Background: an optimization exercise with open tools, aiming at small area. Do not read the settings as production practice.
Where RTL was checked, it was by simulation tests only, not by an equivalence proof against the original.
The RTL of run 1 was laid out without a check of its function.
No activity file was given, so power comes from the tool's default toggle rates.

==> flow/design.v (outline; a module is shown in full before it is edited, if it fits) <==
// module requant_fa: 9 lines
// module requant_ha: 8 lines
// module requant_maj: 7 lines
// module requant_and2: 6 lines
// module requant_or2: 6 lines
// module requant_ao21: 7 lines
// module requant_pp: 6 lines
// module requant: 1584 lines
module requant (
	clk,
	ce,
	rst,
	data_in,
	sync_in,
	gain,
	data_out,
	sync_out,
	addr,
	ovfl
);
  // ...
==> flow/flow/run.sh <==
#!/bin/bash
# Standard ORFS layout, with plain buf_1 cells as the port buffers.
set -euo pipefail
bash standard.sh "BUFFER_PORTS_ARGS=-buffer_cell sky130_fd_sc_hd__buf_1" finish > make_finish.log 2>&1
==> flow/standard.sh <==
#!/bin/bash
# synth_recipe.tcl (not shown) runs the flow's synth.tcl, then flattens the netlist and writes it again
# the make line also repeats each setting of config.mk as NAME=value (left out here)
make -C /OpenROAD-flow-scripts/flow DESIGN_CONFIG=/design/flow/config.mk WORK_HOME=/design/flow/orfs CLKGATE_MAP_FILE= SYNTH_SCRIPT=/design/flow/synth_recipe.tcl "${@:-finish}"
==> flow/config.mk <==
export PLATFORM = sky130hd
export DESIGN_NAME = requant
export DESIGN_NICKNAME = requant
export VERILOG_FILES = /design/flow/design.v
export SDC_FILE = /design/flow/constraint.sdc
export NUM_CORES = 4
export LEC_CHECK = 0
export CAP_MARGIN = 20
export CORE_MARGIN = 2
export CORE_UTILIZATION = 40
export CTS_BUF_LIST = sky130_fd_sc_hd__clkbuf_8
export GPL_TIMING_DRIVEN = 0
export SLEW_MARGIN = 20
export SYNTH_HIERARCHICAL = 1
export SYNTH_MINIMUM_KEEP_SIZE = 0
==> flow/constraint.sdc <==
create_clock -name core_clock -period 7.0 [get_ports {clk}]
set_input_delay 1.4000 -clock core_clock [delete_from_list [all_inputs] [get_ports {clk}]]
set_output_delay 1.4000 -clock core_clock [all_outputs]
set_load 0.01 [all_outputs]
==> impl_metrics.sql, run 1 <==
INSERT INTO impl_metrics (metric_group, metric, value, unit) VALUES
('drt', 'dr.first_iter.drc_count', '402', ''),
('cts', 'postCtsSetupRepairBufs', '0', ''),
('min_path', 'hp-start', 'sync_fifo[1]$_DFF_P_', ''),
('finish', 'final_instance_count_without_filler_cells', '1370', ''),
('cts', 'tritoncts', 'built', ''),
('finish', 'area.growth.synth_to_final', '12.4', '%'),
('min_path', 'hp-class', 'flip-flop to flip-flop', ''),
('drt', 'drt_pre_antenna_iters', '5', ''),
('finish', 'seqCellArea', '2570', 'um2'),
('status', 'outcome', 'finished clean', ''),
('finish', 'non_clock_buffer_area_share', '0.0409', ''),
('finish', 'mostFrequentLayoutCells', 'sky130_fd_sc_hd__nor2_1 (322), sky130_fd_sc_hd__fa_1 (210), sky130_fd_sc_hd__buf_1 (76), sky130_fd_sc_hd__edfxtp_1 (73), sky130_fd_sc_hd__ha_1 (68)', ''),
('finish', 'final.clkbuf_count', '9', ''),
('cts', 'postCtsResizedCells', '18', ''),
('setup_path', 'worst-path-max-fanout', '10', ''),
('drt', 'antenna_violating_nets_post_route', '0', ''),
('finish', 'area.share.sequential', '0.217', ''),
('min_path', 'hold_path_depth', '0', ''),
('global_routing', 'grt_overflow', '0', ''),
('power', 'switching_power', '0.00156', 'W'),
('synth', 'ys_ff_latch', '92', ''),
('synth', 'post-synth-top-area-cell', 'sky130_fd_sc_hd__fa_1', ''),
('setup_path', 'timing.critical_path.to', 'im_ovp_r$_DFFE_PP_', ''),
('global_routing', 'grtUsageMet1', '0.237', ''),
('place', 'gpl.final_weighted_congestion', '0.858', ''),
('power', 'switching_share', '0.401', ''),
('finish', 'final_area', '11900', 'um2'),
('power', 'cellInternalPower', '0.00233', 'W'),
('setup_path', 'crit_path_start_kind', 'primary input', ''),
('timing', 'hold_ws', '0.332', 'ns'),
('drt', 'totalWireLength', '23000', 'um'),
('setup_path', 'crit_type', 'primary input to flip-flop', ''),
('floorplan', 'chipWidth', '166', 'um'),
('synth', 'synthTopCellsByArea', 'sky130_fd_sc_hd__fa_1 (40%), sky130_fd_sc_hd__edfxtp_1 (21%), sky130_fd_sc_hd__nor2_1 (11%)', ''),
('drt', 'wl_per_cell', '16.8', 'um');
==> inputs of run 2 (changes only) <==
--- a/flow/design.v
+++ b/flow/design.v
@@ -474,35 +474,32 @@
 	wire re_w370;
 	wire re_w371;
 	wire re_w372;
 	wire re_w373;
 	wire re_w374;
 	wire re_w375;
 	wire re_w376;
 	wire re_w377;
-	wire re_w378;
-	wire re_w379;
-	wire re_w380;
-	wire re_s381;
-	wire re_c382;
-	wire re_s383;
-	wire re_c384;
-	wire re_s385;
-	wire re_c386;
-	wire re_s387;
-	wire re_c388;
-	wire re_s389;
-	wire re_c390;
-	wire re_s391;
-	wire re_c392;
-	wire re_s393;
-	wire re_c394;
-	wire re_w395;
-	wire re_w396;
+	wire re_s378;
+	wire re_c379;
+	wire re_s380;
+	wire re_c381;
+	wire re_s382;
+	wire re_c383;
+	wire re_s384;
+	wire re_c385;
+	wire re_s386;
+	wire re_c387;
+	wire re_s388;
+	wire re_c389;
+	wire re_s390;
+	wire re_c391;
+	wire re_w392;
+	wire re_w393;
 	requant_pp u_re_p1 (.na(re_an[0]), .nb(gn[0]), .p(re_p1));
 	requant_pp u_re_p2 (.na(re_an[1]), .nb(gn[0]), .p(re_p2));
 	requant_pp u_re_p3 (.na(re_an[2]), .nb(gn[0]), .p(re_p3));
 	requant_pp u_re_p4 (.na(re_an[3]), .nb(gn[0]), .p(re_p4));
 	requant_pp u_re_p5 (.na(re_an[4]), .nb(gn[0]), .p(re_p5));
 	requant_pp u_re_p6 (.na(re_an[5]), .nb(gn[0]), .p(re_p6));
 	requant_pp u_re_p7 (.na(re_an[6]), .nb(gn[0]), .p(re_p7));
 	requant_pp u_re_p8 (.na(re_an[7]), .nb(gn[0]), .p(re_p8));
@@ -747,38 +744,35 @@
 	requant_ha u_re_s361 (.a(re_c340), .b(re_s359), .s(re_s361), .co(re_c362));
 	requant_and2 u_re_w363 (.a(re_p1), .b(re_c[0]), .y(re_w363));
 	requant_maj u_re_w364 (.a(re_c[1]), .b(re_s133), .ci(re_w363), .y(re_w364));
 	requant_maj u_re_w365 (.a(re_s135), .b(re_s137), .ci(re_w364), .y(re_w365));
 	requant_maj u_re_w366 (.a(re_s143), .b(re_s141), .ci(re_w365), .y(re_w366));
 	requant_maj u_re_w367 (.a(re_s151), .b(re_s149), .ci(re_w366), .y(re_w367));
 	requant_maj u_re_w368 (.a(re_s161), .b(re_s159), .ci(re_w367), .y(re_w368));
 	requant_maj u_re_w369 (.a(re_s171), .b(re_s173), .ci(re_w368), .y(re_w369));
-	requant_and2 u_re_w370 (.a(re_s185), .b(re_s187), .y(re_w370));
-	requant_or2 u_re_w371 (.a(re_s185), .b(re_s187), .y(re_w371));
-	requant_and2 u_re_w372 (.a(re_s201), .b(re_s203), .y(re_w372));
-	requant_or2 u_re_w373 (.a(re_s201), .b(re_s203), .y(re_w373));
-	requant_and2 u_re_w374 (.a(re_c204), .b(re_s221), .y(re_w374));
-	requant_or2 u_re_w375 (.a(re_c204), .b(re_s221), .y(re_w375));
-	requant_ao21 u_re_w376 (.a(re_w373), .b(re_w370), .c(re_w372), .y(re_w376));
-	requant_and2 u_re_w377 (.a(re_w373), .b(re_w371), .y(re_w377));
-	requant_ao21 u_re_w378 (.a(re_w375), .b(re_w376), .c(re_w374), .y(re_w378));
-	requant_and2 u_re_w379 (.a(re_w375), .b(re_w377), .y(re_w379));
-	requant_ao21 u_re_w380 (.a(re_w379), .b(re_w369), .c(re_w378), .y(re_w380));
-	requant_ha u_re_s381 (.a(re_c222), .b(re_s241), .s(re_s381), .co(re_c382));
-	requant_fa u_re_s383 (.a(re_c242), .b(re_s261), .ci(re_c382), .s(re_s383), .co(re_c384));
-	requant_fa u_re_s385 (.a(re_c262), .b(re_s281), .ci(re_c384), .s(re_s385), .co(re_c386));
-	requant_ha u_re_s387 (.a(re_c282), .b(re_s301), .s(re_s387), .co(re_c388));
-	requant_fa u_re_s389 (.a(re_c302), .b(re_s321), .ci(re_c388), .s(re_s389), .co(re_c390));
-	requant_fa u_re_s391 (.a(re_c322), .b(re_s341), .ci(re_c390), .s(re_s391), .co(re_c392));
-	requant_fa u_re_s393 (.a(re_c342), .b(re_s361), .ci(re_c392), .s(re_s393), .co(re_c394));
+	requant_maj u_re_w370 (.a(re_s185), .b(re_s187), .ci(re_w369), .y(re_w370));
+	requant_and2 u_re_w371 (.a(re_s201), .b(re_s203), .y(re_w371));
+	requant_or2 u_re_w372 (.a(re_s201), .b(re_s203), .y(re_w372));
+	requant_and2 u_re_w373 (.a(re_c204), .b(re_s221), .y(re_w373));
+	requant_or2 u_re_w374 (.a(re_c204), .b(re_s221), .y(re_w374));
+	requant_ao21 u_re_w375 (.a(re_w374), .b(re_w371), .c(re_w373), .y(re_w375));
+	requant_and2 u_re_w376 (.a(re_w374), .b(re_w372), .y(re_w376));
+	requant_ao21 u_re_w377 (.a(re_w376), .b(re_w370), .c(re_w375), .y(re_w377));
+	requant_ha u_re_s378 (.a(re_c222), .b(re_s241), .s(re_s378), .co(re_c379));
+	requant_fa u_re_s380 (.a(re_c242), .b(re_s261), .ci(re_c379), .s(re_s380), .co(re_c381));
+	requant_fa u_re_s382 (.a(re_c262), .b(re_s281), .ci(re_c381), .s(re_s382), .co(re_c383));
+	requant_ha u_re_s384 (.a(re_c282), .b(re_s301), .s(re_s384), .co(re_c385));
+	requant_fa u_re_s386 (.a(re_c302), .b(re_s321), .ci(re_c385), .s(re_s386), .co(re_c387));
+	requant_fa u_re_s388 (.a(re_c322), .b(re_s341), .ci(re_c387), .s(re_s388), .co(re_c389));
+	requant_fa u_re_s390 (.a(re_c342), .b(re_s361), .ci(re_c389), .s(re_s390), .co(re_c391));
 	assign re_ovearly = re_ovhi | re_c344 | re_c346 | re_c348 | re_c350 | re_c352 | re_c354 | re_c356 | re_c358 | re_c360;
-	requant_or2 u_re_w395 (.a(re_ovearly), .b(re_c362), .y(re_w395));
-	requant_or2 u_re_w396 (.a(re_w395), .b(re_c394), .y(re_w396));
-	wire re_ovp = re_w396;
+	requant_or2 u_re_w392 (.a(re_ovearly), .b(re_c362), .y(re_w392));
+	requant_or2 u_re_w393 (.a(re_w392), .b(re_c391), .y(re_w393));
+	wire re_ovp = re_w393;
 	wire im_s = data_in[17];
 	wire [16:0] im_an = ~(data_in[16:0] ^ {17{im_s}});    
 	wire [16:0] im_a = ~im_an;
 	wire [10:0] im_c = gm1 & {11{im_s & gnz}};
 	wire [16:0] im_po;    
 	assign im_po[16] = im_a[16];
 	assign im_po[15] = im_po[16] | im_a[15];
 	assign im_po[14] = im_po[15] | im_a[14];
@@ -1170,35 +1164,32 @@
 	wire im_w370;
 	wire im_w371;
 	wire im_w372;
 	wire im_w373;
 	wire im_w374;
 	wire im_w375;
 	wire im_w376;
 	wire im_w377;
-	wire im_w378;
-	wire im_w379;
-	wire im_w380;
-	wire im_s381;
-	wire im_c382;
-	wire im_s383;
-	wire im_c384;
-	wire im_s385;
-	wire im_c386;
-	wire im_s387;
-	wire im_c388;
-	wire im_s389;
-	wire im_c390;
-	wire im_s391;
-	wire im_c392;
-	wire im_s393;
-	wire im_c394;
-	wire im_w395;
-	wire im_w396;
+	wire im_s378;
+	wire im_c379;
+	wire im_s380;
+	wire im_c381;
+	wire im_s382;
+	wire im_c383;
+	wire im_s384;
+	wire im_c385;
+	wire im_s386;
+	wire im_c387;
+	wire im_s388;
+	wire im_c389;
+	wire im_s390;
+	wire im_c391;
+	wire im_w392;
+	wire im_w393;
 	requant_pp u_im_p1 (.na(im_an[0]), .nb(gn[0]), .p(im_p1));
 	requant_pp u_im_p2 (.na(im_an[1]), .nb(gn[0]), .p(im_p2));
 	requant_pp u_im_p3 (.na(im_an[2]), .nb(gn[0]), .p(im_p3));
 	requant_pp u_im_p4 (.na(im_an[3]), .nb(gn[0]), .p(im_p4));
 	requant_pp u_im_p5 (.na(im_an[4]), .nb(gn[0]), .p(im_p5));
 	requant_pp u_im_p6 (.na(im_an[5]), .nb(gn[0]), .p(im_p6));
 	requant_pp u_im_p7 (.na(im_an[6]), .nb(gn[0]), .p(im_p7));
 	requant_pp u_im_p8 (.na(im_an[7]), .nb(gn[0]), .p(im_p8));
@@ -1443,38 +1434,35 @@
 	requant_ha u_im_s361 (.a(im_c340), .b(im_s359), .s(im_s361), .co(im_c362));
 	requant_and2 u_im_w363 (.a(im_p1), .b(im_c[0]), .y(im_w363));
 	requant_maj u_im_w364 (.a(im_c[1]), .b(im_s133), .ci(im_w363), .y(im_w364));
 	requant_maj u_im_w365 (.a(im_s135), .b(im_s137), .ci(im_w364), .y(im_w365));
 	requant_maj u_im_w366 (.a(im_s143), .b(im_s141), .ci(im_w365), .y(im_w366));
 	requant_maj u_im_w367 (.a(im_s151), .b(im_s149), .ci(im_w366), .y(im_w367));
 	requant_maj u_im_w368 (.a(im_s161), .b(im_s159), .ci(im_w367), .y(im_w368));
 	requant_maj u_im_w369 (.a(im_s171), .b(im_s173), .ci(im_w368), .y(im_w369));
-	requant_and2 u_im_w370 (.a(im_s185), .b(im_s187), .y(im_w370));
-	requant_or2 u_im_w371 (.a(im_s185), .b(im_s187), .y(im_w371));
-	requant_and2 u_im_w372 (.a(im_s201), .b(im_s203), .y(im_w372));
-	requant_or2 u_im_w373 (.a(im_s201), .b(im_s203), .y(im_w373));
-	requant_and2 u_im_w374 (.a(im_c204), .b(im_s221), .y(im_w374));
-	requant_or2 u_im_w375 (.a(im_c204), .b(im_s221), .y(im_w375));
-	requant_ao21 u_im_w376 (.a(im_w373), .b(im_w370), .c(im_w372), .y(im_w376));
-	requant_and2 u_im_w377 (.a(im_w373), .b(im_w371), .y(im_w377));
-	requant_ao21 u_im_w378 (.a(im_w375), .b(im_w376), .c(im_w374), .y(im_w378));
-	requant_and2 u_im_w379 (.a(im_w375), .b(im_w377), .y(im_w379));
-	requant_ao21 u_im_w380 (.a(im_w379), .b(im_w369), .c(im_w378), .y(im_w380));
-	requant_ha u_im_s381 (.a(im_c222), .b(im_s241), .s(im_s381), .co(im_c382));
-	requant_fa u_im_s383 (.a(im_c242), .b(im_s261), .ci(im_c382), .s(im_s383), .co(im_c384));
-	requant_fa u_im_s385 (.a(im_c262), .b(im_s281), .ci(im_c384), .s(im_s385), .co(im_c386));
-	requant_ha u_im_s387 (.a(im_c282), .b(im_s301), .s(im_s387), .co(im_c388));
-	requant_fa u_im_s389 (.a(im_c302), .b(im_s321), .ci(im_c388), .s(im_s389), .co(im_c390));
-	requant_fa u_im_s391 (.a(im_c322), .b(im_s341), .ci(im_c390), .s(im_s391), .co(im_c392));
-	requant_fa u_im_s393 (.a(im_c342), .b(im_s361), .ci(im_c392), .s(im_s393), .co(im_c394));
+	requant_maj u_im_w370 (.a(im_s185), .b(im_s187), .ci(im_w369), .y(im_w370));
+	requant_and2 u_im_w371 (.a(im_s201), .b(im_s203), .y(im_w371));
+	requant_or2 u_im_w372 (.a(im_s201), .b(im_s203), .y(im_w372));
+	requant_and2 u_im_w373 (.a(im_c204), .b(im_s221), .y(im_w373));
+	requant_or2 u_im_w374 (.a(im_c204), .b(im_s221), .y(im_w374));
+	requant_ao21 u_im_w375 (.a(im_w374), .b(im_w371), .c(im_w373), .y(im_w375));
+	requant_and2 u_im_w376 (.a(im_w374), .b(im_w372), .y(im_w376));
+	requant_ao21 u_im_w377 (.a(im_w376), .b(im_w370), .c(im_w375), .y(im_w377));
+	requant_ha u_im_s378 (.a(im_c222), .b(im_s241), .s(im_s378), .co(im_c379));
+	requant_fa u_im_s380 (.a(im_c242), .b(im_s261), .ci(im_c379), .s(im_s380), .co(im_c381));
+	requant_fa u_im_s382 (.a(im_c262), .b(im_s281), .ci(im_c381), .s(im_s382), .co(im_c383));
+	requant_ha u_im_s384 (.a(im_c282), .b(im_s301), .s(im_s384), .co(im_c385));
+	requant_fa u_im_s386 (.a(im_c302), .b(im_s321), .ci(im_c385), .s(im_s386), .co(im_c387));
+	requant_fa u_im_s388 (.a(im_c322), .b(im_s341), .ci(im_c387), .s(im_s388), .co(im_c389));
+	requant_fa u_im_s390 (.a(im_c342), .b(im_s361), .ci(im_c389), .s(im_s390), .co(im_c391));
 	assign im_ovearly = im_ovhi | im_c344 | im_c346 | im_c348 | im_c350 | im_c352 | im_c354 | im_c356 | im_c358 | im_c360;
-	requant_or2 u_im_w395 (.a(im_ovearly), .b(im_c362), .y(im_w395));
-	requant_or2 u_im_w396 (.a(im_w395), .b(im_c394), .y(im_w396));
-	wire im_ovp = im_w396;
+	requant_or2 u_im_w392 (.a(im_ovearly), .b(im_c362), .y(im_w392));
+	requant_or2 u_im_w393 (.a(im_w392), .b(im_c391), .y(im_w393));
+	wire im_ovp = im_w393;
 	reg re_cin_r;
 	reg re_r10_0;
 	reg re_r11_0;
 	reg re_r12_0;
 	reg re_k13_r;
 	reg re_r13_0;
 	reg re_r14_0;
 	reg re_r15_0;
@@ -1489,36 +1477,36 @@
 	reg im_r13_0;
 	reg im_r14_0;
 	reg im_r15_0;
 	reg im_r16_0;
 	reg im_s_r;
 	reg im_ovp_r;
 	always @(posedge clk)
 		if (ce) begin
-			re_cin_r <= re_w380;
-			re_r10_0 <= re_s381;
-			re_r11_0 <= re_s383;
-			re_r12_0 <= re_s385;
-			re_k13_r <= re_c386;
-			re_r13_0 <= re_s387;
-			re_r14_0 <= re_s389;
-			re_r15_0 <= re_s391;
-			re_r16_0 <= re_s393;
+			re_cin_r <= re_w377;
+			re_r10_0 <= re_s378;
+			re_r11_0 <= re_s380;
+			re_r12_0 <= re_s382;
+			re_k13_r <= re_c383;
+			re_r13_0 <= re_s384;
+			re_r14_0 <= re_s386;
+			re_r15_0 <= re_s388;
+			re_r16_0 <= re_s390;
 			re_s_r <= re_s;
 			re_ovp_r <= re_ovp;
-			im_cin_r <= im_w380;
-			im_r10_0 <= im_s381;
-			im_r11_0 <= im_s383;
-			im_r12_0 <= im_s385;
-			im_k13_r <= im_c386;
-			im_r13_0 <= im_s387;
-			im_r14_0 <= im_s389;
-			im_r15_0 <= im_s391;
-			im_r16_0 <= im_s393;
+			im_cin_r <= im_w377;
+			im_r10_0 <= im_s378;
+			im_r11_0 <= im_s380;
+			im_r12_0 <= im_s382;
+			im_k13_r <= im_c383;
+			im_r13_0 <= im_s384;
+			im_r14_0 <= im_s386;
+			im_r15_0 <= im_s388;
+			im_r16_0 <= im_s390;
 			im_s_r <= im_s;
 			im_ovp_r <= im_ovp;
 		end
 	wire re2_s1;
 	wire re2_c2;
 	wire re2_s3;
 	wire re2_c4;
 	wire re2_s5;
==> flow/config.mk (replaced) <==
export PLATFORM = sky130hd
export DESIGN_NAME = requant
export DESIGN_NICKNAME = requant
export VERILOG_FILES = /design/flow/design.v
export SDC_FILE = /design/flow/constraint.sdc
export NUM_CORES = 4
export LEC_CHECK = 0
export CAP_MARGIN = 20
export CORE_MARGIN = 2
export CORE_UTILIZATION = 65
export CTS_BUF_LIST = sky130_fd_sc_hd__clkbuf_8
export GPL_TIMING_DRIVEN = 0
export PLACE_DENSITY = 0.75
export SLEW_MARGIN = 20
export SYNTH_HIERARCHICAL = 1
export SYNTH_MINIMUM_KEEP_SIZE = 0
==> run 2 against run 1 <==
  * Register-to-register slack improved by 0.04 ns
  * Sequential power about the same
  * Critical path depth increased by 1
  * Die area decreased by 38%
  * Power decreased by 1.8%
==> impl_metrics.sql, run 2 <==
INSERT INTO impl_metrics (metric_group, metric, value, unit) VALUES
('finish', 'final_area', '11500', 'um2'),
('place', 'placement.io_buffers', '79', ''),
('drt', 'routed_via_density', '5.84', ''),
('global_routing', 'grt_start_max_net_pins', '36', ''),
('synth', 'ys_ff_latch', '92', ''),
('min_path', 'hp-class', 'flip-flop to flip-flop', ''),
('synth', 'synth_cell_type_count', '39', ''),
('global_routing', 'globalRouteTotalUtil', '0.265', ''),
('synth', 'post-synth-top-area-cell', 'sky130_fd_sc_hd__fa_1', ''),
('setup_path', 'worst-r2r-cell-count', '10', ''),
('finish', 'layout_commonest_cell', 'sky130_fd_sc_hd__nor2_1', ''),
('cts', 'cts_root_buf', 'sky130_fd_sc_hd__clkbuf_8', ''),
('drt', 'drc', '0', ''),
('timing', 'skew', '0.00935', 'ns'),
('floorplan', 'core_area', '15800', 'um2'),
('timing', 'slew-limit-headroom', '0.242', ''),
('synth', 'syn_nets', '1256', ''),
('finish', 'reg.largest.list', 'st2: 17 flops, st3: 17 flops, st4: 17 flops', ''),
('floorplan', 'die_area', '17200', 'um2'),
('place', 'hpwl', '16400', 'um'),
('synth', 'number_of_synthesized_flops_with_an_enable_pin', '73', ''),
('floorplan', 'floorplan.rows', '46', ''),
('timing', 'tightestPinTransition', '1.14', 'ns'),
('finish', 'drive_gt1_frac', '0.0701', ''),
('finish', 'final_instance_count_without_filler_cells', '1243', ''),
('drt', 'drt_pre_antenna_iters', '5', ''),
('finish', 'mostFrequentLayoutCells', 'sky130_fd_sc_hd__nor2_1 (322), sky130_fd_sc_hd__fa_1 (210), sky130_fd_sc_hd__buf_1 (76), sky130_fd_sc_hd__edfxtp_1 (73), sky130_fd_sc_hd__ha_1 (68)', ''),
('synth', 'seq_area_frac_synth', '0.245', ''),
('place', 'post-place-ws', '-0.881', 'ns'),
('drt', 'antenna_violating_nets_post_route', '0', ''),
('timing', 'clock.fmax', '146', 'MHz'),
('setup_path', 'worst_path_max_delay_cell', 'sky130_fd_sc_hd__xnor2_2', ''),
('timing', 'final_critical_path_setup_slack', '0.141', 'ns'),
('cts', 'cts.reportedPaths.clkPinSlew', '0.09', 'ns'),
('setup_path', 'crit_path_start_kind', 'primary input', ''),
('cts', 'tritoncts.num_buffers', '9', ''),
('timing', 'setup_viol', '0', ''),
('synth', 'netlist_instances', '927', ''),
('drt', 'wl_per_cell', '17.7', 'um'),
('synth', 'synthTopCellsByArea', 'sky130_fd_sc_hd__fa_1 (40%), sky130_fd_sc_hd__edfxtp_1 (21%), sky130_fd_sc_hd__nor2_1 (11%)', ''),
('finish', 'filler_cell_count', '1159', ''),
('drt', 'dr.first_iter.drc_count', '553', ''),
('cts', 'cts_hold_buf', '0', ''),
('cts', 'tritoncts', 'built', ''),
('cts', 'clkSinkCount', '92', ''),
('cts', 'clock_latency', '0.35', 'ns'),
('setup_path', 'cp_data_required_time', '7.09', 'ns'),
('drt', 'totalWireLength', '22000', 'um'),
('global_routing', 'grt_overflow', '0', ''),
('cts', 'postCtsSetupRepairBufs', '0', ''),
('floorplan', 'initial_util', '0.664', ''),
('setup_path', 'worst-path-max-fanout', '10', ''),
('power', 'cellLeakagePower', '4.98', 'nW'),
('timing', 'final_min_period_over_clock_period', '0.980', ''),
('min_path', 'hold_path_depth', '0', ''),
('synth', 'synth.cells.most_frequent', 'sky130_fd_sc_hd__nor2_1 (322), sky130_fd_sc_hd__fa_1 (210), sky130_fd_sc_hd__edfxtp_1 (73)', ''),
('synth', 'synth_warnings', '7', ''),
('setup_path', 'crit_type', 'primary input to flip-flop', ''),
('setup_path', 'rrSetupSlack', '3.92', 'ns'),
('finish', 'count_of_inserted_antenna_diode_cells', '0', ''),
('place', 'dpl-instance-area', '11100', 'um2'),
('status', 'outcome', 'finished clean', ''),
('synth', 'yosys_most_used_dff', 'sky130_fd_sc_hd__edfxtp_1', ''),
('global_routing', 'grt_first_pass_wirelength', '36500', 'um'),
('finish', 'nets', '1351', ''),
('setup_path', 'worst_path_most_repeated_cell', 'sky130_fd_sc_hd__fa_1', ''),
('place', 'post-place-cells', '1225', ''),
('setup_path', 'max_stage_delay', '0.54', 'ns'),
('synth', 'asyncSetResetFlopFracSynth', '0', ''),
('timing', 'hold_ws', '0.331', 'ns'),
('timing', 'timing.final.max_slew_violations', '0', ''),
('place', 'gpl.final_weighted_congestion', '0.852', ''),
('synth', 'synth.most_common_cell', 'sky130_fd_sc_hd__nor2_1', ''),
('timing', 'finalWorstPathRequiredPeriod', '6.86', 'ns'),
('job', 'drv.max_cap_violation_count', '0', ''),
('power', 'pwr_cell_area', '331', 'nW/um2'),
('finish', 'postLayoutCoreUtil', '0.730', ''),
('drt', 'via_count_of_the_routed_design', '7254', ''),
('synth', 'syn-cell-area', '10500', 'um2'),
('setup_path', 'timing.critical_path.cells', 'clkbuf_2, clkbuf_4, buf_4, xnor2_2, nor2_1, fa_1, fa_1, fa_1, fa_1, fa_1, ha_1, ha_1, fa_1, fa_1, fa_1, or2_1', ''),
('floorplan', 'chipHeight', '131', 'um'),
('finish', 'area.growth.synth_to_final', '9.84', '%'),
('synth', 'post-synth-top-area-fraction', '0.400', ''),
('floorplan', 'io_pins', '80', ''),
('global_routing', 'grt_antenna_before_repair', '0', ''),
('global_routing', 'vias_in_the_first_global_route', '7641', ''),
('setup_path', 'cp.arrival', '6.95', 'ns'),
('cts', 'htreeDepth', '3', ''),
('synth', 'syn_avg_cell_area', '11.3', 'um2'),
('setup_path', 'critPathCaptureType', 'flip-flop', ''),
('timing', 'final_hold_viol_count', '0', ''),
('cts', 'cts.path.max_buffers', '2', ''),
('floorplan', 'chipWidth', '131', 'um'),
('power', 'ir_drop', '0.276', 'mV');
## run 2: cell types whose count changed after synthesis, sizes merged
cell | before | now
a21o | 18 | 16
and2 | 29 | 25
maj3 | 12 | 14
or2 | 10 | 8
## run 2: worst max-delay path, delay by kind of cell
| kind | cells | cell delay [ns] |
|---|---|---|
| xor gates and xnor gates | 1 | 0.54 |
| adders and majority gates | 10 | 3.93 |
| buffers and inverters | 3 | 0.68 |
| and+or+nand+nor | 2 | 0.38 |
## run 2: logic make-up (layout without fill, tap and decap cells)
group	Yosys count	in the layout	share of synthesized area
adders and majority gates	292	292	0.496
and+or+nand+nor	417	417	0.169
buffers and inverters	23	123	0.00988
DFF	92	92	0.245
AOI/OAI and AO/OA	41	41	0.0278
xor gates and xnor gates	57	57	0.0475
muxes	5	5	0.00500
## run 2: what timing repair did
item                                    in CTS  in global routing
cloned                                       0                  2
gates resized for setup                     19                 15
endpoints found under the setup margin       4                  4
endpoints found under the hold margin        0                  0
## run 2: layout make-up
cell class	instances	area [um2]	area share
Timing Repair Buffer	82	355	0.0308
Clock buffer	9	124	0.0107
Timing Repair inverter	2	10.0	0.000867
Multi-Input combinational cell	812	8020	0.694
Clock inverter	7	67.6	0.00585
Sequential cell	92	2570	0.223
Inverter	11	60.1	0.00520
Buffer	12	75.1	0.00650
Tap cell	216	270	0.0234
## run 2: Yosys stat by module, one instance, submodules excluded
module,flip-flops and latches,times used,cells,cell area (um2)
requant_fa,0,210,1,20.0
requant_and2,0,8,1,6.26
requant_pp,0,264,1,3.75
requant_maj,0,14,1,11.3
requant_ha,0,48,1,12.5
requant,92,1,371,4430
requant_or2,0,8,1,6.26
requant_ao21,0,4,1,7.51
## run 2: routing by layer
metal	global-route usage	part of all wire	vias to the layer above
met3	0.0467	0.074	32
li1	-	-	3232
met4	0.0767	0.019	0
met1	0.354	0.42	3653
met5	0	0	-
met2	0.452	0.49	337
## run 2: through the flow
stage | total power, W | setup TNS, ns
global placement | 0.00341 | -2.84
floorplan | 0.00282 | 0
detailed placement | 0.00350 | -3.78
CTS | 0.00389 | 0
global route | 0.00429 | -0.0458
finish | 0.00382 | 0
## run 2: worst paths after layout
| check | startpoint | end |
|---|---|---|
| worst max-delay path | data_in[17] | im_ovp_r$_DFFE_PP_ |
| worst min-delay path | sync_fifo[1]$_DFF_P_ | sync_fifo[0]$_DFF_P_ |
| worst max register to register | im_cin_r$_DFFE_PP_ | st2[1]$_DFFE_PP_ |
| worst min register to register | sync_fifo[1]$_DFF_P_ | sync_fifo[0]$_DFF_P_ |
## run 2: report_power, final
part	internal (W)	switching (W)
logic	0.00119	0.00134
clock network	0.000164	0.000175
registers	0.000922	0.0000359
==> inputs of run 3 (changes only) <==
--- a/flow/config.mk
+++ b/flow/config.mk
@@ -8,8 +8,8 @@
 export CAP_MARGIN = 20
 export CORE_MARGIN = 2
-export CORE_UTILIZATION = 65
+export CORE_UTILIZATION = 80
 export CTS_BUF_LIST = sky130_fd_sc_hd__clkbuf_8
 export GPL_TIMING_DRIVEN = 0
-export PLACE_DENSITY = 0.75
+export PLACE_DENSITY = 0.88
 export SLEW_MARGIN = 20
 export SYNTH_HIERARCHICAL = 1
==> run 3 against run 2 <==
  * Fmax is 0.23% lower
  * Critical endpoint unchanged
  * Power up 3.2%
  * Die area down 18%
  * Clock-buffer cell count did not move
  * Via count is 8.6% higher
  * Clock skew grew 0.00075 ns
  * Core utilization is 18 points higher
  * Non-clock buffer count grew 1
  * Final cell count is 3.5% lower
==> impl_metrics.sql, run 3 <==
INSERT INTO impl_metrics (metric_group, metric, value, unit) VALUES
('finish', 'drive_gt1_frac', '0.0711', ''),
('drt', 'totalWireLength', '25100', 'um'),
('synth', 'seq_area_frac_synth', '0.245', ''),
('setup_path', 'crit_type', 'primary input to flip-flop', ''),
('min_path', 'hp-class', 'flip-flop to flip-flop', ''),
('global_routing', 'grt_util_met2', '0.615', ''),
('setup_path', 'worst_path_max_delay_cell', 'sky130_fd_sc_hd__inv_1', ''),
('timing', 'finalWorstPathRequiredPeriod', '6.87', 'ns'),
('global_routing', 'grtUsageMet1', '0.481', ''),
('finish', 'reg.largest.list', 'st2: 17 flops, st3: 17 flops, st4: 17 flops', ''),
('floorplan', 'die_area', '14100', 'um2'),
('finish', 'postLayoutCoreUtil', '0.906', ''),
('synth', 'post-synth-top-area-cell', 'sky130_fd_sc_hd__fa_1', ''),
('global_routing', 'globalRouteTotalUtil', '0.369', ''),
('synth', 'syn_nets', '1256', ''),
('finish', 'nets', '1351', ''),
('cts', 'cts_hold_buf', '0', ''),
('global_routing', 'gr-max-usage-layer', 'met2', ''),
('power', 'ir_drop', '0.350', 'mV'),
('synth', 'syn-cell-area', '10500', 'um2'),
('drt', 'dr.first_iter.drc_count', '1020', ''),
('drt', 'drc', '0', ''),
('cts', 'clkSinkCount', '92', ''),
('synth', 'number_of_synthesized_flops_with_an_enable_pin', '73', ''),
('synth', 'synth_cell_type_count', '39', ''),
('setup_path', 'max_stage_delay', '0.70', 'ns'),
('cts', 'tritoncts', 'built', ''),
('place', 'placement.io_buffers', '79', ''),
('synth', 'synth.cells.most_frequent', 'sky130_fd_sc_hd__nor2_1 (322), sky130_fd_sc_hd__fa_1 (210), sky130_fd_sc_hd__edfxtp_1 (73)', ''),
('cts', 'htreeDepth', '3', ''),
('synth', 'synthTopCellsByArea', 'sky130_fd_sc_hd__fa_1 (40%), sky130_fd_sc_hd__edfxtp_1 (21%), sky130_fd_sc_hd__nor2_1 (11%)', ''),
('floorplan', 'initial_util', '0.827', ''),
('synth', 'syn_avg_cell_area', '11.3', 'um2'),
('cts', 'postCtsSetupRepairBufs', '0', ''),
('drt', 'routed_via_density', '6.57', ''),
('timing', 'timing.final.max_slew_violations', '0', ''),
('place', 'gpl.final_weighted_congestion', '0.887', ''),
('setup_path', 'worst-path-max-fanout', '21', ''),
('floorplan', 'floorplan.rows', '41', ''),
('timing', 'tightestPinTransition', '1.12', 'ns'),
('global_routing', 'vias_in_the_first_global_route', '8224', ''),
('synth', 'synth.most_common_cell', 'sky130_fd_sc_hd__nor2_1', ''),
('timing', 'final_min_period_over_clock_period', '0.982', ''),
('synth', 'yosys_most_used_dff', 'sky130_fd_sc_hd__edfxtp_1', ''),
('job', 'drv.max_cap_violation_count', '0', ''),
('cts', 'cts.path.max_buffers', '2', ''),
('place', 'dpl-instance-area', '11100', 'um2'),
('finish', 'area.growth.synth_to_final', '9.65', '%'),
('cts', 'clock_latency', '0.36', 'ns'),
('setup_path', 'timing.critical_path.cells', 'buf_1, inv_1, nand3_1, or4_4, nand2_2, buf_6, nor2_1, fa_1, fa_1, fa_1, fa_1, ha_1, ha_1, fa_1, fa_1, fa_1, or2_1', ''),
('finish', 'final_area', '11500', 'um2'),
('timing', 'setup_viol', '0', ''),
('cts', 'tritoncts.num_buffers', '9', ''),
('finish', 'filler_cell_count', '531', ''),
('global_routing', 'grt.met3_usage', '0.0816', ''),
('setup_path', 'critPathCaptureType', 'flip-flop', ''),
('drt', 'antenna_violating_nets_post_route', '0', ''),
('floorplan', 'chipWidth', '119', 'um'),
('cts', 'cts_root_buf', 'sky130_fd_sc_hd__clkbuf_8', ''),
('global_routing', 'grt_first_pass_wirelength', '40100', 'um'),
('finish', 'layout_commonest_cell', 'sky130_fd_sc_hd__nor2_1', ''),
('synth', 'asyncSetResetFlopFracSynth', '0', ''),
('status', 'outcome', 'finished clean', ''),
('timing', 'skew', '0.0101', 'ns'),
('finish', 'mostFrequentLayoutCells', 'sky130_fd_sc_hd__nor2_1 (322), sky130_fd_sc_hd__fa_1 (210), sky130_fd_sc_hd__buf_1 (76), sky130_fd_sc_hd__edfxtp_1 (73), sky130_fd_sc_hd__ha_1 (68)', ''),
('drt', 'via_count_of_the_routed_design', '7876', ''),
('global_routing', 'grt_antenna_before_repair', '0', ''),
('synth', 'synth_warnings', '7', ''),
('floorplan', 'chipHeight', '119', 'um'),
('floorplan', 'core_area', '12700', 'um2'),
('setup_path', 'cp.arrival', '6.99', 'ns'),
('setup_path', 'worst_path_most_repeated_cell', 'sky130_fd_sc_hd__fa_1', ''),
('place', 'post-place-cells', '1180', ''),
('timing', 'clock.fmax', '145', 'MHz'),
('cts', 'cts.reportedPaths.clkPinSlew', '0.09', 'ns'),
('finish', 'count_of_inserted_antenna_diode_cells', '0', ''),
('place', 'hpwl', '17500', 'um'),
('timing', 'final_hold_viol_count', '0', ''),
('synth', 'netlist_instances', '927', ''),
('setup_path', 'crit_path_start_kind', 'primary input', ''),
('finish', 'final_instance_count_without_filler_cells', '1199', ''),
('global_routing', 'grt_overflow', '0', ''),
('global_routing', 'grt_start_max_net_pins', '36', ''),
('drt', 'drt_pre_antenna_iters', '7', ''),
('power', 'cellLeakagePower', '5.00', 'nW'),
('floorplan', 'io_pins', '80', ''),
('timing', 'slew-limit-headroom', '0.256', ''),
('synth', 'post-synth-top-area-fraction', '0.400', ''),
('synth', 'ys_ff_latch', '92', ''),
('drt', 'wl_per_cell', '21.0', 'um'),
('power', 'pwr_cell_area', '342', 'nW/um2'),
('setup_path', 'cp_data_required_time', '7.12', 'ns');
[run 3: cell types whose count changed in the layout (fill, tap and decap cells not counted), moves of 2 or more]
| cell | before | now |
|---|---|---|
| sky130_fd_sc_hd__clkinv_1 | 0 | 2 |
| sky130_fd_sc_hd__xnor2_1 | 29 | 25 |
| sky130_fd_sc_hd__inv_6 | 2 | 0 |
| sky130_fd_sc_hd__xnor2_4 | 5 | 8 |
[run 3: timing repair]
action,4_1_cts,5_1_grt
gates resized for setup,19,19
setup endpoints to repair,4,4
gates cloned,0,1
pin swaps,0,0
[run 3: per-module statistics from Yosys (local to each module, per instance)]
module / flip-flops and latches / cells inside / cell area, um2
requant_or2: 0 / 1 / 6.26
requant_ha: 0 / 1 / 12.5
requant_fa: 0 / 1 / 20.0
requant_pp: 0 / 1 / 3.75
requant_ao21: 0 / 1 / 7.51
requant: 92 / 371 / 4430
requant_and2: 0 / 1 / 6.26
requant_maj: 0 / 1 / 11.3
[run 3: metrics by stage]
stage | setup WS (ns) | hold WS, ns | TNS (ns) | total power (W)
CTS | 0.0276 | 0.336 | 0 | 0.00393
global route | -0.0435 | 0.343 | -0.0652 | 0.00435
detailed placement | -0.812 | 0.318 | -3.63 | 0.00357
global placement | -0.617 | 0.315 | -2.31 | 0.00335
floorplan | 0.161 | 0.310 | 0 | 0.00282
finish | 0.125 | 0.334 | 0 | 0.00395
[run 3: critical path, delay by kind of cell]
kind / cells / cell delay, ns
buffers and inverters: 3 / 0.98
and+or+nand+nor: 5 / 1.20
adders and majority gates: 9 / 3.41
[run 3: final timing paths]
path,from,end,slack (ns),depth (start not counted)
setup / recovery,gain[8],im_ovp_r$_DFFE_PP_,0.13,17
hold / removal,sync_fifo[2]$_DFF_P_,sync_fifo[1]$_DFF_P_,0.33,0
setup reg to reg,im_cin_r$_DFFE_PP_,st2[7]$_DFFE_PP_,3.83,10
hold reg to reg,sync_fifo[2]$_DFF_P_,sync_fifo[1]$_DFF_P_,0.33,0
[run 3: where the power goes]
group	internal (W)	leakage (nW)	switching, W
sequential	0.000923	0.872	0.0000416
combinational	0.00123	4.04	0.00145
clock	0.000124	0.0867	0.000178
[run 3: cells by family after synthesis]
logic type	Yosys count	share of synthesized area
AOI/OAI and AO/OA	41	0.0278
adders and majority gates	292	0.496
and+or+nand+nor	417	0.169
DFF	92	0.245
muxes	5	0.00500
xor gates and xnor gates	57	0.0475
buffers and inverters	23	0.00988
[run 3: cell type report]
cell class / count / area [um2] / area share
Multi-Input combinational cell: 812 / 8080 / 0.701
Sequential cell: 92 / 2570 / 0.223
Timing Repair Buffer: 83 / 367 / 0.0318
Tap cell: 172 / 215 / 0.0187
Clock buffer: 9 / 124 / 0.0107
Buffer: 12 / 75.1 / 0.00651
Inverter: 11 / 56.3 / 0.00488
Clock inverter: 7 / 36.3 / 0.00315
Timing Repair inverter: 1 / 5.00 / 0.000434
[run 3: metal layers]
metal | vias to the layer above | part of all wire
met1 | 3846 | 0.35
met2 | 672 | 0.50
met5 | - | 0
met4 | 0 | 0.037
met3 | 119 | 0.11
li1 | 3239 | -
==> inputs of run 4 (changes only) <==
--- a/flow/config.mk
+++ b/flow/config.mk
@@ -8,8 +8,7 @@
 export CAP_MARGIN = 20
 export CORE_MARGIN = 2
-export CORE_UTILIZATION = 80
+export CORE_UTILIZATION = 40
 export CTS_BUF_LIST = sky130_fd_sc_hd__clkbuf_8
 export GPL_TIMING_DRIVEN = 0
-export PLACE_DENSITY = 0.88
 export SLEW_MARGIN = 20
 export SYNTH_HIERARCHICAL = 1
==> run 4 against run 3 <==
  * Sequential power down 0.8%
  * Non-clock buffer count stayed put
  * Hold slack improved by 0.0016 ns
  * Still clean on timing, DRC and antenna
  * Largest cell class unchanged
  * Flip-flop and latch count unchanged
  * Fmax decreased by 0.21%
  * Highest routed layer unchanged
  * Routed wire length is 7.1% lower
  * Register-to-register slack better by 0.03 ns
==> impl_metrics.sql, run 4 <==
INSERT INTO impl_metrics (metric_group, metric, value, unit) VALUES
('power', 'share_clk_of_total_power', '0.091', ''),
('finish', 'count_of_inserted_antenna_diode_cells', '0', ''),
('synth', 'yosys_most_used_dff', 'sky130_fd_sc_hd__edfxtp_1', ''),
('setup_path', 'r2r_end', 'st2[1]$_DFFE_PP_', ''),
('cts', 'cts.reportedPaths.clkPinSlew', '0.10', 'ns'),
('global_routing', 'vias_in_the_first_global_route', '7747', ''),
('global_routing', 'grt_start_max_net_pins', '36', ''),
('setup_path', 'worst-r2r-cell-count', '10', ''),
('drt', 'routed_via_density', '5.18', ''),
('floorplan', 'initial_util', '0.406', ''),
('synth', 'netlist_instances', '927', ''),
('finish', 'layout_commonest_cell', 'sky130_fd_sc_hd__nor2_1', ''),
('timing', 'finalWorstPathRequiredPeriod', '6.89', 'ns'),
('finish', 'area.growth.synth_to_final', '12.6', '%'),
('power', 'cellInternalPower', '0.00223', 'W'),
('drt', 'wl_per_cell', '17.1', 'um'),
('setup_path', 'cp_data_required_time', '7.11', 'ns'),
('synth', 'number_of_synthesized_flops_with_an_enable_pin', '73', ''),
('timing', 'tightestPinTransition', '1.16', 'ns'),
('power', 'switching_share', '0.408', ''),
('global_routing', 'grt_antenna_before_repair', '0', ''),
('synth', 'synth_cell_type_count', '39', ''),
('power', 'total_power', '0.00377', 'W'),
('timing', 'setup_viol', '0', ''),
('finish', 'nets', '1351', ''),
('drt', 'drt_pre_antenna_iters', '5', ''),
('timing', 'clock.fmax', '145', 'MHz'),
('cts', 'cts.path.max_buffers', '2', ''),
('floorplan', 'chipHeight', '166', 'um'),
('place', 'placement.io_buffers', '79', ''),
('min_path', 'whs_endpoint', 'sync_fifo[1]$_DFF_P_', ''),
('min_path', 'hp-start', 'sync_fifo[2]$_DFF_P_', ''),
('cts', 'clkSinkCount', '92', ''),
('drt', 'via_count_of_the_routed_design', '7058', ''),
('setup_path', 'critPathCaptureType', 'flip-flop', ''),
('drt', 'dr.first_iter.drc_count', '460', ''),
('synth', 'asyncSetResetFlopFracSynth', '0', ''),
('setup_path', 'cp.arrival', '7.00', 'ns'),
('place', 'hpwl', '17600', 'um'),
('cts', 'cts_hold_buf', '0', ''),
('power', 'sequentialPowerShare', '0.254', ''),
('setup_path', 'worst_r2r_startpoint', 'im_cin_r$_DFFE_PP_', ''),
('drt', 'totalWireLength', '23400', 'um'),
('floorplan', 'floorplan.rows', '59', ''),
('setup_path', 'worst_path_max_delay_cell', 'sky130_fd_sc_hd__xnor2_1', ''),
('place', 'dpl-instance-area', '11300', 'um2'),
('status', 'outcome', 'finished clean', ''),
('drt', 'antenna_violating_nets_post_route', '0', ''),
('timing', 'final_min_period_over_clock_period', '0.984', ''),
('cts', 'cts_root_buf', 'sky130_fd_sc_hd__clkbuf_8', ''),
('setup_path', 'crit_path_start_kind', 'primary input', ''),
('global_routing', 'globalRouteTotalUtil', '0.174', ''),
('synth', 'synth_warnings', '7', ''),
('drt', 'drc', '0', ''),
('cts', 'tritoncts', 'built', ''),
('timing', 'timing.final.max_slew_violations', '0', ''),
('timing', 'final_hold_viol_count', '0', ''),
('global_routing', 'grt_overflow', '0', ''),
('synth', 'syn_avg_cell_area', '11.3', 'um2'),
('setup_path', 'rrSetupSlack', '3.86', 'ns'),
('power', 'switching_power', '0.00154', 'W'),
('finish', 'drive_gt1_frac', '0.0759', ''),
('synth', 'ys_ff_latch', '92', ''),
('cts', 'tritoncts.num_buffers', '9', ''),
('finish', 'final_area', '11800', 'um2'),
('floorplan', 'die_area', '27600', 'um2'),
('min_path', 'hold_path_depth', '0', ''),
('setup_path', 'crit_type', 'primary input to flip-flop', ''),
('finish', 'reg.largest.list', 'st2: 17 flops, st3: 17 flops, st4: 17 flops', ''),
('cts', 'htreeDepth', '3', ''),
('floorplan', 'chipWidth', '166', 'um');
run 4: worst max path at each step:
stage,start,endpoint,depth (start not counted)
6_report,data_in[17],im_ovp_r$_DFFE_PP_,15
5_1_grt,gain[0],re_ovp_r$_DFFE_PP_,17
4_1_cts,gain[0],re_ovp_r$_DFFE_PP_,17
3_5_place_dp,data_in[17],im_ovp_r$_DFFE_PP_,16
3_3_place_gp,data_in[17],im_ovp_r$_DFFE_PP_,16
2_1_floorplan,data_in[17],im_ovp_r$_DFFE_PP_,15
run 4: per-module statistics from Yosys, one instance, submodules excluded:
module | flip-flops and latches | cells inside | copies in the design | cell area [um2]
requant_or2 | 0 | 1 | 8 | 6.26
requant | 92 | 371 | 1 | 4430
requant_and2 | 0 | 1 | 8 | 6.26
requant_ha | 0 | 1 | 48 | 12.5
requant_ao21 | 0 | 1 | 4 | 7.51
requant_pp | 0 | 1 | 264 | 3.75
requant_fa | 0 | 1 | 210 | 20.0
requant_maj | 0 | 1 | 14 | 11.3
run 4: layout make-up:
cell class	count	area (um2)	share of cell area
Timing Repair Buffer	83	393	0.0332
Sequential cell	92	2570	0.217
Buffer	12	75.1	0.00634
Multi-Input combinational cell	812	8130	0.687
Timing Repair inverter	1	5.00	0.000423
Tap cell	335	419	0.0354
Clock inverter	7	65.1	0.00550
Inverter	11	52.6	0.00444
Clock buffer	9	124	0.0105
run 4: layer usage:
layer | share of wire | track usage | wire length, um | vias up
met3 | 0.057 | 0.0203 | 1330 | 29
met4 | 0.019 | 0.0533 | 453 | 0
met1 | 0.45 | 0.249 | 10500 | 3557
met2 | 0.47 | 0.282 | 11000 | 245
met5 | 0 | 0 | 0 | -
li1 | - | - | - | 3227
run 4: kinds of logic after synthesis:
group,Yosys count,share of synthesized area
DFF,92,0.245
and+or+nand+nor,417,0.169
xor gates and xnor gates,57,0.0475
AOI/OAI and AO/OA,41,0.0278
muxes,5,0.00500
adders and majority gates,292,0.496
buffers and inverters,23,0.00988
run 4: what timing repair did:
action                                  CTS  global route
resized for setup                        18            23
cloned                                    0             1
endpoints found under the setup margin    4             4
run 4: power by group through the flow:
stage,Combinational [W],Clock [W],Sequential (W)
floorplan,0.00186,0,0.000961
global placement,0.00245,0,0.000970
detailed placement,0.00250,0,0.000973
CTS,0.00255,0.000365,0.000960
global route,0.00297,0.000387,0.000972
finish,0.00247,0.000343,0.000957
run 4: through the flow:
stage / worst slack, ns / cells / setup TNS (ns) / hold slack (ns)
2_1_floorplan: 0.161 / 927 / 0 / 0.310
3_5_place_dp: -0.855 / 1344 / -4.38 / 0.315
5_1_grt: 0.00113 / 1362 / 0 / 0.351
3_3_place_gp: -0.822 / 1341 / -3.86 / 0.312
6_report: 0.111 / 1362 / 0 / 0.336
4_1_cts: 0.00664 / 1360 / 0 / 0.338

## separate check: timing with driven ports
How much do the figures lean on ideal ports? The routed layouts below were timed once more, with nothing changed but the port constraints.
Step 1: set_driving_cell puts a clkbuf_16 on clk and a buf_2 on each other input, an assumption about the parent block.
Step 2, shift: input delay + t, output delay - t, t = (earliest + latest rising clock arrival at the registers) / 2. This alone moves slack from input paths to output paths.
a / b / c = ideal ports / drivers / drivers and shift; a / b = the first two.
run	t, ns	slack for setup (ns)	worst setup path at the end	latest minus earliest clock arrival (ns)	cell pins on the clock port's net
run 1	0.378	0.149 / 0.162 / -0.216	input to register	0.017 / 0.017	1
run 2	0.377	0.141 / 0.154 / -0.223	input to register	0.011 / 0.011	1
run 3	0.389	0.125 / 0.130 / -0.259	input to register	0.011 / 0.011	1
run 4	0.385	0.111 / 0.123 / -0.262	input to register	0.010 / 0.010	1
With both steps, setup timing fails in every run listed, where it was met with ideal ports. For run 3, which loses most, drivers alone change the setup slack by +0.005 ns; drivers and shift together by -0.384 ns.
